From an optimization exercise on the open Yosys and OpenROAD flow, aimed at small area; shortcuts taken in it are not production practice. Where RTL was checked, it was by simulation tests only, not by an equivalence proof against the original. Only the layout flow was run in run 1; the RTL was not checked for function there. Power is estimated from default activity; no workload was simulated.

[flow/config.mk]
export PLATFORM = sky130hd
export DESIGN_NAME = car
export DESIGN_NICKNAME = car
export VERILOG_FILES = /design/flow/design.v
export SDC_FILE = /design/flow/constraint.sdc
export NUM_CORES = 4
export LEC_CHECK = 0
export CAP_MARGIN = 20
export CORE_MARGIN = 2
export CORE_UTILIZATION = 40
export CTS_BUF_LIST = sky130_fd_sc_hd__clkbuf_2
export CTS_CLUSTER_SIZE = 30
export SLEW_MARGIN = 20
[flow/constraint.sdc]
create_clock -name core_clock -period 20.0 [get_ports {clk}]
set_input_delay 4.0000 -clock core_clock [delete_from_list [all_inputs] [get_ports {clk}]]
set_output_delay 4.0000 -clock core_clock [all_outputs]
set_load 0.01 [all_outputs]
[flow/run.sh]
#!/bin/bash
# synth_recipe.tcl (not shown) runs the flow's synth.tcl, then flattens the netlist and writes it again
# the make line also repeats each setting of config.mk as NAME=value (left out here)
make -C /OpenROAD-flow-scripts/flow DESIGN_CONFIG=/design/flow/config.mk WORK_HOME=/design/flow/orfs CLKGATE_MAP_FILE= SYNTH_SCRIPT=/design/flow/synth_recipe.tcl finish
[flow/design.v]
module distribute(out1,out2);
output [3:0] out1;
output [3:0] out2;
assign out1 = 4'b1111;
assign out2 = 4'b0000;
endmodule
module ultrasonic_new(clk,rst,echo,en62,endisp,latch,cur,valid,sel,seg,lt,eq);
input        clk, rst, echo;
input        en62;         
input        endisp;       
input        latch;        
input  [1:0] cur;          
input        valid;        
output [3:0] sel;
output [7:0] seg;
output reg   lt;           
output reg   eq;           
function [7:0] dis;
input [3:0] d;
begin
case(d)
4'd0: dis = 8'b11111100;
4'd1: dis = 8'b01100000;
4'd2: dis = 8'b11011010;
4'd3: dis = 8'b11110010;
4'd4: dis = 8'b01100110;
4'd5: dis = 8'b10110110;
4'd6: dis = 8'b10111110;
4'd7: dis = 8'b11100000;
4'd8: dis = 8'b11111110;
4'd9: dis = 8'b11110110;
default: dis = 8'b00000000;
endcase
end
endfunction
reg ebuf, flag;
always @(posedge clk)
	if (rst) begin
		ebuf <= 1'b0;
		flag <= 1'b0;
	end else begin
		ebuf <= echo;
		flag <= ebuf;
	end
wire rising = ebuf & ~flag;
reg  [8:0] c289;
wire       mm = (c289 == 9'h080);
always @(posedge clk)
	if (rising | mm) c289 <= 9'h0;
	else             c289 <= {c289[7:0], ~(c289[8] ^ c289[4])};
reg [3:0] d1, d2, d3, d4;
wire i1 = flag & mm;
wire i2 = i1 & (d1 == 4'd9);
wire i3 = i2 & (d2 == 4'd9);
wire i4 = i3 & (d3 == 4'd9);
always @(posedge clk)
	if (rst | rising) begin
		d1 <= 4'd0; d2 <= 4'd0; d3 <= 4'd0; d4 <= 4'd0;
	end else begin
		if (i1) d1 <= (d1 == 4'd9) ? 4'd0 : d1 + 4'd1;
		if (i2) d2 <= (d2 == 4'd9) ? 4'd0 : d2 + 4'd1;
		if (i3) d3 <= (d3 == 4'd9) ? 4'd0 : d3 + 4'd1;
		if (i4) d4 <= (d4 == 4'd9) ? 4'd0 : d4 + 4'd1;
	end
reg [3:0] l1, l2, l3, l4;
reg       all;
always @(posedge clk)
	if (rst) begin
		l1 <= 4'd0; l2 <= 4'd0; l3 <= 4'd0; l4 <= 4'd0;
		all <= 1'b0;
	end else if (endisp) begin
		all <= flag;
		if (flag) begin
			l1 <= 4'd0; l2 <= 4'd0; l3 <= 4'd0; l4 <= 4'd0;
		end else if (latch) begin
			l1 <= d1; l2 <= d2; l3 <= d3; l4 <= d4;
		end
	end
wire clt = (l4 == 4'd0) && ((l3 == 4'd0) || ((l3 == 4'd1) && (l2 < 4'd5)));
wire ceq = (l4 == 4'd0) && (l3 == 4'd1) && (l2 == 4'd5) && (l1 == 4'd0);
always @(posedge clk)
	if (rst) begin
		lt <= 1'b1;
		eq <= 1'b0;
	end else if (en62) begin
		lt <= clt;
		eq <= ceq;
	end
reg [3:0] shown;
always @(*)
	case (cur)
	2'd0: shown = l1;
	2'd1: shown = l2;
	2'd2: shown = l3;
	default: shown = l4;
	endcase
assign seg = valid ? dis(shown) : 8'b0;
assign sel = valid ? (all ? 4'b1111 : (4'b0001 << cur)) : 4'b0000;
endmodule
module bizhang(clk,rst,left_wheel_PWM_OUT,right_wheel_PWM_OUT,l_lt,l_eq,r_lt,r_eq,m_lt,fire,steering_engine_PWM_OUT,switch);
		input		clk;
		input		rst;
		input		l_lt, l_eq;      
		input		r_lt, r_eq;      
		input		m_lt;            
		input		[3:0]switch;
		input		[3:0]fire;
		output reg right_wheel_PWM_OUT;
		output reg left_wheel_PWM_OUT;
		output reg steering_engine_PWM_OUT;
reg [9:0] w;
reg [9:0] wlim;
always @(*)
	case (switch)
	4'b0000: wlim = 10'd440;
	4'b0001: wlim = 10'd450;
	4'b0011: wlim = 10'd460;
	4'b0111: wlim = 10'd470;
	4'b1111: wlim = 10'd480;
	default: wlim = 10'd200;
	endcase
wire rev = m_lt || (fire == 4'b1111);
always @(posedge clk)
	if (rst) begin
		w <= 10'd0;
		right_wheel_PWM_OUT <= 1'b0;
		left_wheel_PWM_OUT  <= 1'b0;
	end else if (w <= 10'd904) begin
		w <= w + 10'd1;
		right_wheel_PWM_OUT <= ~rev & (w <= wlim);
		left_wheel_PWM_OUT  <= rev & (w <= 10'd300);
	end else
		w <= 10'd0;
localparam K0 = 3'd0, K55 = 3'd1, K70 = 3'd2, K80 = 3'd3, K85 = 3'd4;
reg [9:0]  sh;
reg [9:0]  sl;
reg [2:0]  k;
reg        hi;
wire       sl0   = (sl == 10'h000);
wire       swrap = (sh == 10'd1001);               
always @(*)
	case (k)
	K55:     hi = (sh <= 10'd55);
	K70:     hi = (sh <= 10'd70);
	K80:     hi = (sh <= 10'd80);
	K85:     hi = (sh <= 10'd85);
	default: hi = (sh == 10'd0);
	endcase
wire l_gt = ~l_lt & ~l_eq;
wire r_gt = ~r_lt & ~r_eq;
always @(posedge clk)
	if (rst | swrap) begin
		sh <= 10'd0;
		sl <= 10'h0;
	end else if (sl0) begin
		sh <= sh + 10'd1;
		sl <= 10'h008;
	end else
		sl <= {sl[8:0], ~(sl[9] ^ sl[6])};
always @(posedge clk)
	if (rst) begin
		k <= K0;
		steering_engine_PWM_OUT <= 1'b0;
	end else if (~swrap) begin
		if (l_lt) begin
			k <= K55;
			steering_engine_PWM_OUT <= hi;
		end else if (r_lt) begin
			k <= K85;
			steering_engine_PWM_OUT <= hi;
		end else if (l_gt && r_gt) begin
			if (~fire[1] | ~fire[2]) k <= K70;
			else if (~fire[0])       k <= K80;
			else if (~fire[3])       k <= K55;
			else                     k <= K70;
			steering_engine_PWM_OUT <= hi;
		end
	end
endmodule
module car(
	input        clk,
	input        rst,
	input        left_echo,
	input        right_echo,
	input        mid_echo,
	input  [3:0] switch,
	input  [3:0] fire,
	output       left_trig,
	output       right_trig,
	output       mid_trig,
	output       left_pwm,
	output       right_pwn,
	output       duoji,
	output [3:0] select,
	output [7:0] digit,
	output [3:0] pin_name1,
	output [7:0] pin_name2,
	output [3:0] pin_name3,
	output [7:0] pin_name4,
	output [3:0] out1,
	output [3:0] out2
);
reg  [5:0] p40;
wire       en62 = (p40 == 6'h1d);                  
always @(posedge clk)
	if (rst)       p40 <= 6'h00;
	else if (en62) p40 <= 6'h34;                   
	else           p40 <= {p40[4:0], ~(p40[5] ^ p40[4])};
reg [24:0] tcnt;
reg        trig;
wire       twrap = (tcnt == 25'h1e83f9b);          
wire       tfall = (tcnt == 25'h05fff34);          
always @(posedge clk)
	if (rst | twrap) tcnt <= 25'h0;
	else             tcnt <= {tcnt[23:0], ~(tcnt[24] ^ tcnt[21])};
always @(posedge clk)
	if (rst)        trig <= 1'b0;
	else if (twrap) trig <= 1'b1;
	else if (tfall) trig <= 1'b0;
assign left_trig  = trig;
assign right_trig = trig;
assign mid_trig   = trig;
reg [15:0] dcnt;
wire       endisp = (dcnt == 16'h36c8);            
always @(posedge clk)
	if (rst)         dcnt <= 16'h0;
	else if (endisp) dcnt <= 16'ha692;             
	else             dcnt <= {dcnt[14:0], ~(dcnt[15] ^ dcnt[14] ^ dcnt[12] ^ dcnt[3])};
reg [1:0] cur;
reg       valid;
always @(posedge clk)
	if (rst) begin
		cur   <= 2'd3;
		valid <= 1'b0;
	end else if (endisp) begin
		cur   <= cur + 2'd1;
		valid <= 1'b1;
	end
wire latch = endisp & (cur == 2'd2);
wire l_lt, l_eq, r_lt, r_eq, m_lt, m_eq;
ultrasonic_new inst8(
	.clk(clk), .rst(rst), .echo(left_echo), .en62(en62), .endisp(endisp),
	.latch(latch), .cur(cur), .valid(valid),
	.sel(pin_name1), .seg(pin_name2), .lt(l_lt), .eq(l_eq));
ultrasonic_new inst11(
	.clk(clk), .rst(rst), .echo(right_echo), .en62(en62), .endisp(endisp),
	.latch(latch), .cur(cur), .valid(valid),
	.sel(pin_name3), .seg(pin_name4), .lt(r_lt), .eq(r_eq));
ultrasonic_new inst(
	.clk(clk), .rst(rst), .echo(mid_echo), .en62(en62), .endisp(endisp),
	.latch(latch), .cur(cur), .valid(valid),
	.sel(select), .seg(digit), .lt(m_lt), .eq(m_eq));
distribute inst1(.out1(out1), .out2(out2));
bizhang inst2(
	.clk(clk), .rst(rst),
	.left_wheel_PWM_OUT(left_pwm), .right_wheel_PWM_OUT(right_pwn),
	.l_lt(l_lt), .l_eq(l_eq), .r_lt(r_lt), .r_eq(r_eq), .m_lt(m_lt),
	.fire(fire), .steering_engine_PWM_OUT(duoji), .switch(switch));
endmodule
==> run summary, run 1 <==
RUN STATUS
--------------------------------------------------------------------------------------------------------
Status ....................................................................................  timing/DRC/antenna clean

ROUTE
--------------------------------------------------------------------------------------------------------
Via-per-instance ratio ....................................................................        5.372
Violation count after the first detailed-route iteration ..................................          610
Routed length per placed instance .........................................................     15.20 µm
Total routed wirelength ...................................................................     24440 µm
Remaining DRCs ............................................................................            0
Count of nets left with antenna violations after detail routing ...........................            0
Iteration count of the initial detailed-routing pass ......................................            7
Total via count after detailed routing ....................................................         8638

LOGIC SYNTHESIS
--------------------------------------------------------------------------------------------------------
Largest area contributor in the synthesized netlist ....................................... sky130_fd_sc_hd__dfxtp_1
Count of synthesis-stage warnings from yosys ..............................................            3
Avg Synthesized Cell Area .................................................................    8.916 µm²
Number of instances in the synthesized netlist ............................................         1177
FFs w/ async S/R, synth ...................................................................           0%
Library cells used by synthesis ...........................................................           65
Cell area after synthesis .................................................................    10490 µm²
Area share of the largest cell type after synthesis .......................................       42.73%
Number of enable flip-flop cells after synthesis ..........................................            0
Top cell types by occurrence after synthesis .............................................. sky130_fd_sc_hd__dfxtp_1 (224), sky130_fd_sc_hd__nor2_1 (129), sky130_fd_sc_hd__inv_1 (69)
Leading cell types by total area after synthesis .......................................... sky130_fd_sc_hd__dfxtp_1 (43%), sky130_fd_sc_hd__nor2_1 (4.6%), sky130_fd_sc_hd__ha_1 (4.1%)
Flip-flop and latch count after synthesis .................................................          224
Flip-flop cell with the highest count after synthesis ..................................... sky130_fd_sc_hd__dfxtp_1
Most instantiated library cell after synthesis ............................................ sky130_fd_sc_hd__dfxtp_1
Sequential area share after synthesis .....................................................       42.73%

PLACE
--------------------------------------------------------------------------------------------------------
HPWL after detailed placement .............................................................     16220 µm
Cell area after placement .................................................................    11160 µm²
Number of placed cells counting well taps .................................................         1504
Number of buffer cells added on primary ports .............................................           51
Global placer's final weighted congestion .................................................       0.8043

POWER
--------------------------------------------------------------------------------------------------------
Total power divided by cell area .......................................................... 72.24 nW/µm²
Total leakage power .......................................................................     4.661 nW
Worst vdd rail ir drop .................................................................... 0.00003746 V

STA
--------------------------------------------------------------------------------------------------------
Endpoints failing setup ...................................................................            0
Number of failing hold endpoints at the final stage .......................................            0
Worst clock skew ..........................................................................     41.38 ps
FMAX ......................................................................................   0.1232 GHz
Clock period minus final worst setup slack ................................................      8115 ps
Sum of negative setup slack ...............................................................         0 ps
Transition at the pin with the smallest max-transition slack ..............................      1054 ps
Unrepaired setup endpoints after global routing ...........................................        false
Share of the clock period used by the worst path ..........................................       40.58%
Final Max Tran Viols ......................................................................            0
Relative slew slack .......................................................................       29.71%

CLOCK NETWORK
--------------------------------------------------------------------------------------------------------
Number of sinks handled by clock tree synthesis ...........................................          224
Post-CTS clock slew at the launch and capture registers of the worst setup and hold paths .       100 ps
Clock tree from TritonCTS .................................................................         done
Number of levels in the clock H-tree ......................................................            2
Postcts setup bufs ........................................................................            0
Buffer cell driving the clock tree root ................................................... sky130_fd_sc_hd__clkbuf_2
Post-CTS resize count .....................................................................            0
Clk Latency, worst-skew pair ..............................................................       840 ps
# hold bufs at CTS ........................................................................            0
Max Buffers Root-to-Sink ..................................................................            3
TritonCTS buffer count ....................................................................           58

CRITICAL PATH
--------------------------------------------------------------------------------------------------------
Worst-case register-to-register setup slack ...............................................     17210 ps
Arrival time worst endpoint ...............................................................      4120 ps
Startpoint type of the worst setup path ...................................................    flip-flop
Data required time of the critical path ...................................................     16000 ps
Start of the worst register-to-register path ..............................................       cur[0]
Highest fanout seen on the critical path ..................................................           20
Type of the setup path with the least slack ...............................................   reg -> out
Depth of the worst register-to-register path ..............................................            6
Critical path endpoint category ........................................................... primary output
Reg-to-reg endpoint .......................................................................   inst.l1[1]

CELLS AND AREA
--------------------------------------------------------------------------------------------------------
Post-route cell area ......................................................................    11680 µm²
Final cell count without fillers ..........................................................         1608
Count of nets after finishing .............................................................         1276
Fraction of layout instances using a drive strength above 1 ...............................       8.962%
Utilization after layout ..................................................................       45.08%
Layout area overhead ......................................................................       11.32%

GRT
--------------------------------------------------------------------------------------------------------
Pin count of the biggest net entering global routing ......................................           84
Initial antenna violation count ...........................................................            1
Global Route Usage Sum ....................................................................       17.37%
Wire length of the first global-routing pass ..............................................     40740 µm
Via count of the first global-routing pass ................................................         8194
Grt total ovfl ............................................................................            0

HOLD PATH
--------------------------------------------------------------------------------------------------------
Path type of the worst min-delay path .....................................................   reg -> reg
Source of the worst hold timing path ...................................................... inst.c289[0]
Endpoint, Worst Hold ...................................................................... inst.c289[1]
Cell depth of the worst min-delay path ....................................................            1

DIE
--------------------------------------------------------------------------------------------------------
Die Width .................................................................................     166.0 µm
Area of the die ...........................................................................    27550 µm²
Area of the core ..........................................................................    25910 µm²
Overall die height ........................................................................     166.0 µm
Site row count ............................................................................           59
Initial standard-cell utilization of the core .............................................       40.50%
Boundary Pins .............................................................................           63

RUN
--------------------------------------------------------------------------------------------------------
Reported max-cap violation count ..........................................................            0

## logic make-up (layout without fill, tap and decap cells)
logic type / after synthesis / after routing / share of synthesized area (%)
and+or+nand+nor: 469 / 469 / 24.80
buffers and inverters: 144 / 230 / 5.711
AOI/OAI and AO/OA: 214 / 214 / 14.52
adders and majority gates: 34 / 34 / 4.054
other: 2 / 12 / 0.07157
DFF: 224 / 224 / 42.73
xor gates and xnor gates: 47 / 47 / 3.923
muxes: 43 / 43 / 4.185
## state kept, by name, summed over array words and instances, names as in the netlist, 9 cells and up
| register | count |
|---|---|
| inst.c289 | 9 |
| inst2.sl | 10 |
| inst11.c289 | 9 |
| tcnt | 25 |
| inst8.c289 | 9 |
| inst2.w | 10 |
| inst2.sh | 10 |
| dcnt | 16 |
## layer usage
layer  routed length [µm]  part of all wire (%)  track usage [%]  vias to the layer above
met4                  521                   2.1            5.822                        0
met1                11660                    48            23.76                     4057
li1                     -                     -                -                     4344
met3                 1457                   6.0            4.266                       52
met2                10800                    44            26.88                      185
met5                    0                     0                0                        -
## report_power, final
group / leakage, nW / switching [W] / total, W / internal (W)
sequential: 1.82 / 0.0000123 / 0.000475 / 0.000463
combinational: 2.46 / 0.0000347 / 0.0000604 / 0.0000258
clock: 0.388 / 0.000189 / 0.000308 / 0.000120
total: 4.66 / 0.000236 / 0.000844 / 0.000608
## worst max-delay path: stages (launching register included)
cell and delay (ps):
sky130_fd_sc_hd__dfxtp_1 410, sky130_fd_sc_hd__ha_1 890, sky130_fd_sc_hd__mux2i_1 460, sky130_fd_sc_hd__inv_1 160, sky130_fd_sc_hd__ha_1 340, sky130_fd_sc_hd__mux2i_1 130, sky130_fd_sc_hd__a21oi_1 90, sky130_fd_sc_hd__nor2b_1 240
sky130_fd_sc_hd__clkdlybuf4s50_1 590
## cell type report
| cell class | count | area, µm² |
|---|---|---|
| clock inverters | 25 | 123.9 |
| inverters | 70 | 262.8 |
| flip-flops and latches | 224 | 4484 |
| fillers | 2533 | 14230 |
| repair buffers | 57 | 550.5 |
| diodes | 1 | 2.502 |
| clock buffers | 78 | 390.4 |
| multi-input cells | 818 | 5448 |
| well taps | 335 | 419.2 |
## stage by stage
step / total power [W] / hold slack, ps / setup WS, ps
2_1_floorplan: 0.0005291 / 420.9 / 13770
3_3_place_gp: 0.0005444 / 435.9 / 12830
3_5_place_dp: 0.0005457 / 445.5 / 12740
4_1_cts: 0.0008574 / 451.9 / 11800
5_1_grt: 0.0008924 / 462.0 / 11550
6_report: 0.0008438 / 464.5 / 11880
## cells in the final DEF (no fill, tap or decap), types with 22 or more instances in the layout
cell	count
sky130_fd_sc_hd__nor3_1	24
sky130_fd_sc_hd__and2_1	22
sky130_fd_sc_hd__dfxtp_1	224
sky130_fd_sc_hd__o32ai_1	24
sky130_fd_sc_hd__clkdlybuf4s50_1	50
sky130_fd_sc_hd__clkbuf_2	78
sky130_fd_sc_hd__a22oi_1	47
sky130_fd_sc_hd__xnor2_1	26
sky130_fd_sc_hd__and3_1	58
sky130_fd_sc_hd__nand4_1	29
sky130_fd_sc_hd__o21ai_0	26
sky130_fd_sc_hd__inv_1	69
sky130_fd_sc_hd__a21oi_1	42
sky130_fd_sc_hd__ha_1	34
sky130_fd_sc_hd__nor2_1	129
sky130_fd_sc_hd__nand2_1	49
sky130_fd_sc_hd__nand3_1	32
sky130_fd_sc_hd__mux2i_1	36
sky130_fd_sc_hd__nor2b_1	46
## worst max path at each step
stage                      start           end  slack, ps  depth (start not counted)
final                     cur[0]  pin_name4[4]      11880                          8
after global routing      cur[0]  pin_name4[3]      11550                          9
after CTS                 cur[0]  pin_name4[6]      11800                          7
after detailed placement  cur[0]  pin_name4[6]      12740                          7
after global placement    cur[0]  pin_name4[4]      12830                          8
after floorplan           cur[0]      digit[4]      13770                         11
==> inputs of run 2 (changes only) <==
--- a/flow/design.v
+++ b/flow/design.v
@@ -134,15 +134,12 @@
 localparam K0 = 3'd0, K55 = 3'd1, K70 = 3'd2, K80 = 3'd3, K85 = 3'd4;
-reg [9:0]  sh;
-reg [9:0]  sl;
+reg [19:0] s;
 reg [2:0]  k;
 reg        hi;
-wire       sl0   = (sl == 10'h000);
-wire       swrap = (sh == 10'd1001);               
 always @(*)
 	case (k)
-	K55:     hi = (sh <= 10'd55);
-	K70:     hi = (sh <= 10'd70);
-	K80:     hi = (sh <= 10'd80);
-	K85:     hi = (sh <= 10'd85);
-	default: hi = (sh == 10'd0);
+	K55:     hi = (s <= 20'd55000);
+	K70:     hi = (s <= 20'd70000);
+	K80:     hi = (s <= 20'd80000);
+	K85:     hi = (s <= 20'd85000);
+	default: hi = (s == 20'd0);
 	endcase
@@ -151,15 +148,8 @@
 always @(posedge clk)
-	if (rst | swrap) begin
-		sh <= 10'd0;
-		sl <= 10'h0;
-	end else if (sl0) begin
-		sh <= sh + 10'd1;
-		sl <= 10'h008;
-	end else
-		sl <= {sl[8:0], ~(sl[9] ^ sl[6])};
-always @(posedge clk)
-	if (rst) begin
+	if (rst) begin
+		s <= 20'd0;
 		k <= K0;
 		steering_engine_PWM_OUT <= 1'b0;
-	end else if (~swrap) begin
+	end else if (s <= 20'd1000000) begin
+		s <= s + 20'd1;
 		if (l_lt) begin
@@ -177,3 +167,4 @@
 		end
-	end
+	end else
+		s <= 20'd0;
 endmodule
--- a/flow/config.mk
+++ b/flow/config.mk
@@ -10,4 +10,2 @@
 export CORE_UTILIZATION = 40
-export CTS_BUF_LIST = sky130_fd_sc_hd__clkbuf_2
-export CTS_CLUSTER_SIZE = 30
 export SLEW_MARGIN = 20
==> run summary, run 2 <==
LOGIC SYNTHESIS
--------------------------------------------------------------------------------------------------------
Number of instances in the synthesized netlist ............................................         1203   +2.2%
FFs w/ async S/R, synth ...................................................................           0%   unchanged
Flip-flop cell with the highest count after synthesis ..................................... sky130_fd_sc_hd__dfxtp_1
Library cells used by synthesis ...........................................................           67   +3.1%
Leading cell types by total area after synthesis .......................................... sky130_fd_sc_hd__dfxtp_1 (43%), sky130_fd_sc_hd__nor2_1 (6.0%), sky130_fd_sc_hd__ha_1 (3.8%)
Number of enable flip-flop cells after synthesis ..........................................            0   unchanged
Top cell types by occurrence after synthesis .............................................. sky130_fd_sc_hd__dfxtp_1 (224), sky130_fd_sc_hd__nor2_1 (165), sky130_fd_sc_hd__nand2_1 (74)
Largest area contributor in the synthesized netlist ....................................... sky130_fd_sc_hd__dfxtp_1
Count of synthesis-stage warnings from yosys ..............................................            3   unchanged
Sequential area share after synthesis .....................................................       43.10%   +0.37 points
Most instantiated library cell after synthesis ............................................ sky130_fd_sc_hd__dfxtp_1
Area share of the largest cell type after synthesis .......................................       43.10%   +0.37 points
Flip-flop and latch count after synthesis .................................................          224   unchanged
Avg Synthesized Cell Area .................................................................    8.648 µm²   -3.0%
Cell area after synthesis .................................................................    10400 µm²   -0.86%

GRT
--------------------------------------------------------------------------------------------------------
Wire length of the first global-routing pass ..............................................     38470 µm   -5.6%
Layer with the highest usage ..............................................................         met2
Global Route Usage Sum ....................................................................       16.96%   -0.41 points
Initial antenna violation count ...........................................................            0   -1
Pin count of the biggest net entering global routing ......................................           88   +4.8%
Routing usage on met3 .....................................................................       3.172%   -1.1 points
Via count of the first global-routing pass ................................................         7717   -5.8%
Grt total ovfl ............................................................................            0   unchanged
Met1 track demand over resource ...........................................................       23.66%   -0.10 points
Met2 Track Usage GR .......................................................................       27.20%   +0.32 points

HOLD PATH
--------------------------------------------------------------------------------------------------------
Cell depth of the worst min-delay path ....................................................            1   unchanged
Path type of the worst min-delay path .....................................................   reg -> reg
Source of the worst hold timing path ...................................................... inst11.c289[7]
Endpoint, Worst Hold ...................................................................... inst11.c289[8]

CELLS AND AREA
--------------------------------------------------------------------------------------------------------
Count of nets after finishing .............................................................         1265   -0.86%
Layout area overhead ......................................................................       13.76%
Largest regs .............................................................................. tcnt x25, inst2.s x20, dcnt x16
Register ranked first by flip-flop count ..................................................         tcnt
N_diodes ..................................................................................            0   -1
Max reg flops .............................................................................           25   unchanged
Fraction of layout instances using a drive strength above 1 ...............................       4.770%   -4.2 points
Most frequent standard cell in the layout excluding fill and tap cells .................... sky130_fd_sc_hd__dfxtp_1
Most used cells in the layout excluding fill and tap cells ................................ sky130_fd_sc_hd__dfxtp_1 (223), sky130_fd_sc_hd__nor2_1 (165), sky130_fd_sc_hd__nand2_1 (74)
Final cell count without fillers ..........................................................         1572   -2.2%

CRITICAL PATH
--------------------------------------------------------------------------------------------------------
Startpoint type of the worst setup path ...................................................    flip-flop
Reg-to-reg endpoint ....................................................................... inst11.l4[0]
Worst-case register-to-register setup slack ...............................................     17150 ps   -60 ps
Critical path endpoint category ........................................................... primary output
Depth of the worst register-to-register path ..............................................            8   +2
Type of the setup path with the least slack ...............................................   reg -> out
Arrival time worst endpoint ...............................................................      3920 ps   -200 ps
Highest fanout seen on the critical path ..................................................           18   -10%
Start of the worst register-to-register path ..............................................     dcnt[14]
Data required time of the critical path ...................................................     16000 ps   about the same

CLOCK NETWORK
--------------------------------------------------------------------------------------------------------
Postcts setup bufs ........................................................................            0   unchanged
TritonCTS buffer count ....................................................................           25   -57%
Clock tree from TritonCTS .................................................................         done
Max Buffers Root-to-Sink ..................................................................            3   unchanged
Clk Latency, worst-skew pair ..............................................................       510 ps   -330 ps
Number of sinks handled by clock tree synthesis ...........................................          224   unchanged
Buffer cell driving the clock tree root ................................................... sky130_fd_sc_hd__clkbuf_16
# hold bufs at CTS ........................................................................            0   unchanged
Post-CTS clock slew at the launch and capture registers of the worst setup and hold paths .        60 ps   -40 ps
Number of levels in the clock H-tree ......................................................            1   -1
Post-CTS resize count .....................................................................            0   unchanged

ROUTE
--------------------------------------------------------------------------------------------------------
Total via count after detailed routing ....................................................         8344   -3.4%
Total routed wirelength ...................................................................     22650 µm   -7.3%
Count of nets left with antenna violations after detail routing ...........................            0   unchanged
Via-per-instance ratio ....................................................................        5.308   -1.2%
Routed length per placed instance .........................................................     14.41 µm   -5.2%
Iteration count of the initial detailed-routing pass ......................................            8   +1
Remaining DRCs ............................................................................            0   unchanged
Violation count after the first detailed-route iteration ..................................          562   -7.9%

STA
--------------------------------------------------------------------------------------------------------
FMAX ......................................................................................   0.1263 GHz   +2.5%
Relative slew slack .......................................................................       28.37%   -1.3 points
Final Max Tran Viols ......................................................................            0   unchanged
Clock period minus final worst setup slack ................................................      7921 ps   -194.6 ps
Endpoints failing setup ...................................................................            0   unchanged
Number of failing hold endpoints at the final stage .......................................            0   unchanged
Share of the clock period used by the worst path ..........................................       39.60%   -0.97 points
Sum of negative setup slack ...............................................................         0 ps   unchanged
Worst clock skew ..........................................................................     8.976 ps   -32.40 ps
Transition at the pin with the smallest max-transition slack ..............................      1067 ps   +12.94 ps
Unrepaired setup endpoints after global routing ...........................................        false

POWER
--------------------------------------------------------------------------------------------------------
Int Pwr ...................................................................................  0.0007390 W   +21%
Total leakage power .......................................................................     4.577 nW   -1.8%
Power spent charging and discharging nets .................................................  0.0002060 W   -13%
Net switching fraction of the power .......................................................       21.80%   -6.1 points
Clock share of power ......................................................................        46.8%   +10 points
Combinational cell fraction of total power ................................................         3.8%   -3.4 points
Sequential share of power .................................................................        49.4%   -6.9 points
Worst vdd rail ir drop .................................................................... 0.00006217 V   +66%
Total power divided by cell area .......................................................... 79.84 nW/µm²   +11%

DIE
--------------------------------------------------------------------------------------------------------
Site row count ............................................................................           59   unchanged
Area of the die ...........................................................................    27320 µm²   -0.84%
Boundary Pins .............................................................................           63   unchanged
Overall die height ........................................................................     165.3 µm   -0.42%
Initial standard-cell utilization of the core .............................................       40.38%   -0.12 points
Die Width .................................................................................     165.3 µm   -0.42%
Area of the core ..........................................................................    25760 µm²   -0.57%

PLACE
--------------------------------------------------------------------------------------------------------
Number of buffer cells added on primary ports .............................................           51   unchanged
Global placer's final weighted congestion .................................................       0.8601   +6.9%
Number of placed cells counting well taps .................................................         1528   +1.6%
HPWL after detailed placement .............................................................     15490 µm   -4.5%

RUN STATUS
--------------------------------------------------------------------------------------------------------
Status ....................................................................................  timing/DRC/antenna clean

RUN
--------------------------------------------------------------------------------------------------------
Reported max-cap violation count ..........................................................            0   unchanged

-- run 2: cell types whose count changed after synthesis, sizes merged, moves of 12 or more --
cell / previous run / this run
and3: 58 / 44
mux2i: 36 / 19
nor2b: 46 / 58
o32ai: 24 / 2
inv: 70 / 37
nor2: 130 / 165
a22o: 0 / 12
o21ai: 27 / 48
nand2: 49 / 74
-- run 2: cells by family after synthesis --
logic type      count (synthesis)  share of synthesized area [%]
simple gates                  525                          26.36
compound gates                234                          15.29
flops                         224                          43.10
buf+inv                       112                          4.871
xor+xnor                       55                          4.630
fa+ha+maj                      32                          3.848
mux                            19                          1.828
other cells                     2                        0.07219
-- run 2: layout make-up --
| type | count | area, µm² |
|---|---|---|
| clock buffer | 35 | 723.2 |
| tap | 335 | 419.2 |
| inverter | 38 | 142.6 |
| fill | 2517 | 13930 |
| sequential | 224 | 4486 |
| multi-input combinational | 876 | 5450 |
| clock inverter | 9 | 78.83 |
| timing repair buffer | 55 | 535.5 |
-- run 2: power groups by stage --
stage          Sequential (W)  Clock [W]  Combinational (W)
4_1_cts              0.000467   0.000455          0.0000362
3_3_place_gp         0.000477          0          0.0000353
6_report             0.000467   0.000442          0.0000356
2_1_floorplan        0.000474          0          0.0000287
3_5_place_dp         0.000477          0          0.0000359
5_1_grt              0.000469   0.000474          0.0000413
-- run 2: metal layers --
metal	wire length (µm)	part of all wire, %
met1	11210	49
met2	9967	44
met3	1062	4.7
met4	410	1.8
met5	0	0
-- run 2: how the worst max path moves through the flow --
stage           start       end  slack, ps  cells past startpoint
5_1_grt        cur[0]  digit[2]      11840                      9
4_1_cts        cur[0]  digit[2]      12050                      9
3_3_place_gp   cur[0]  digit[2]      12810                      9
6_report       cur[0]  digit[2]      12080                      9
2_1_floorplan  cur[0]  digit[2]      13670                     10
3_5_place_dp   cur[0]  digit[2]      12620                      9
-- run 2: per-stage QoR --
stage	hold WS, ps	area (µm²)	utilization [%]	power, W	worst slack (ps)
4_1_cts	455.8	11830	45.92	0.0009587	12050
3_5_place_dp	442.3	11030	42.81	0.0005127	12620
5_1_grt	466.0	11840	45.94	0.0009844	11840
2_1_floorplan	421.4	10440	-	0.0005030	13670
6_report	454.1	11840	45.94	0.0009450	12080
3_3_place_gp	436.0	11030	42.81	0.0005120	12810
-- run 2: critical path, cell delays in order, from the launching register on --
cell	delay, ps
sky130_fd_sc_hd__dfxtp_1	380
sky130_fd_sc_hd__ha_1	420
sky130_fd_sc_hd__clkinv_1	490
sky130_fd_sc_hd__o21ai_0	760
sky130_fd_sc_hd__inv_1	150
sky130_fd_sc_hd__ha_1	250
sky130_fd_sc_hd__o21ai_0	160
sky130_fd_sc_hd__a21oi_1	90
sky130_fd_sc_hd__nor2b_1	160
sky130_fd_sc_hd__clkdlybuf4s50_1	550

## what the ideal ports hide
In the flow no input, the clock included, has a driving cell. The finished layouts below were timed again as built, in two steps. Step 1 (the two cells are an assumption about what drives the block):
set clk [get_ports {clk}]
set_driving_cell -lib_cell sky130_fd_sc_hd__clkbuf_16 $clk
set_driving_cell -lib_cell sky130_fd_sc_hd__buf_2 [delete_from_list [all_inputs] $clk]
Step 2 adds t to the input delays and takes it off the output delays; t is the mean of the earliest and latest rising clock arrival at the registers after step 1. Input paths then give back, and output paths get back, about the clock's delay inside the block. a / b / c = no drivers / after step 1 / after step 2; a / b = the first two.
| run | t, ns | slack for setup (ns) | hold slack, ns | pins driven straight from the clock port |
|---|---|---|---|---|
| run 1 | 0.865 | 11.885 / 11.844 / 12.709 | 0.465 / 0.465 / 0.465 | 1 |
| run 2 | 0.552 | 12.079 / 12.031 / 12.583 | 0.454 / 0.454 / 0.454 | 1 |
After both steps every run listed still meets setup and hold.
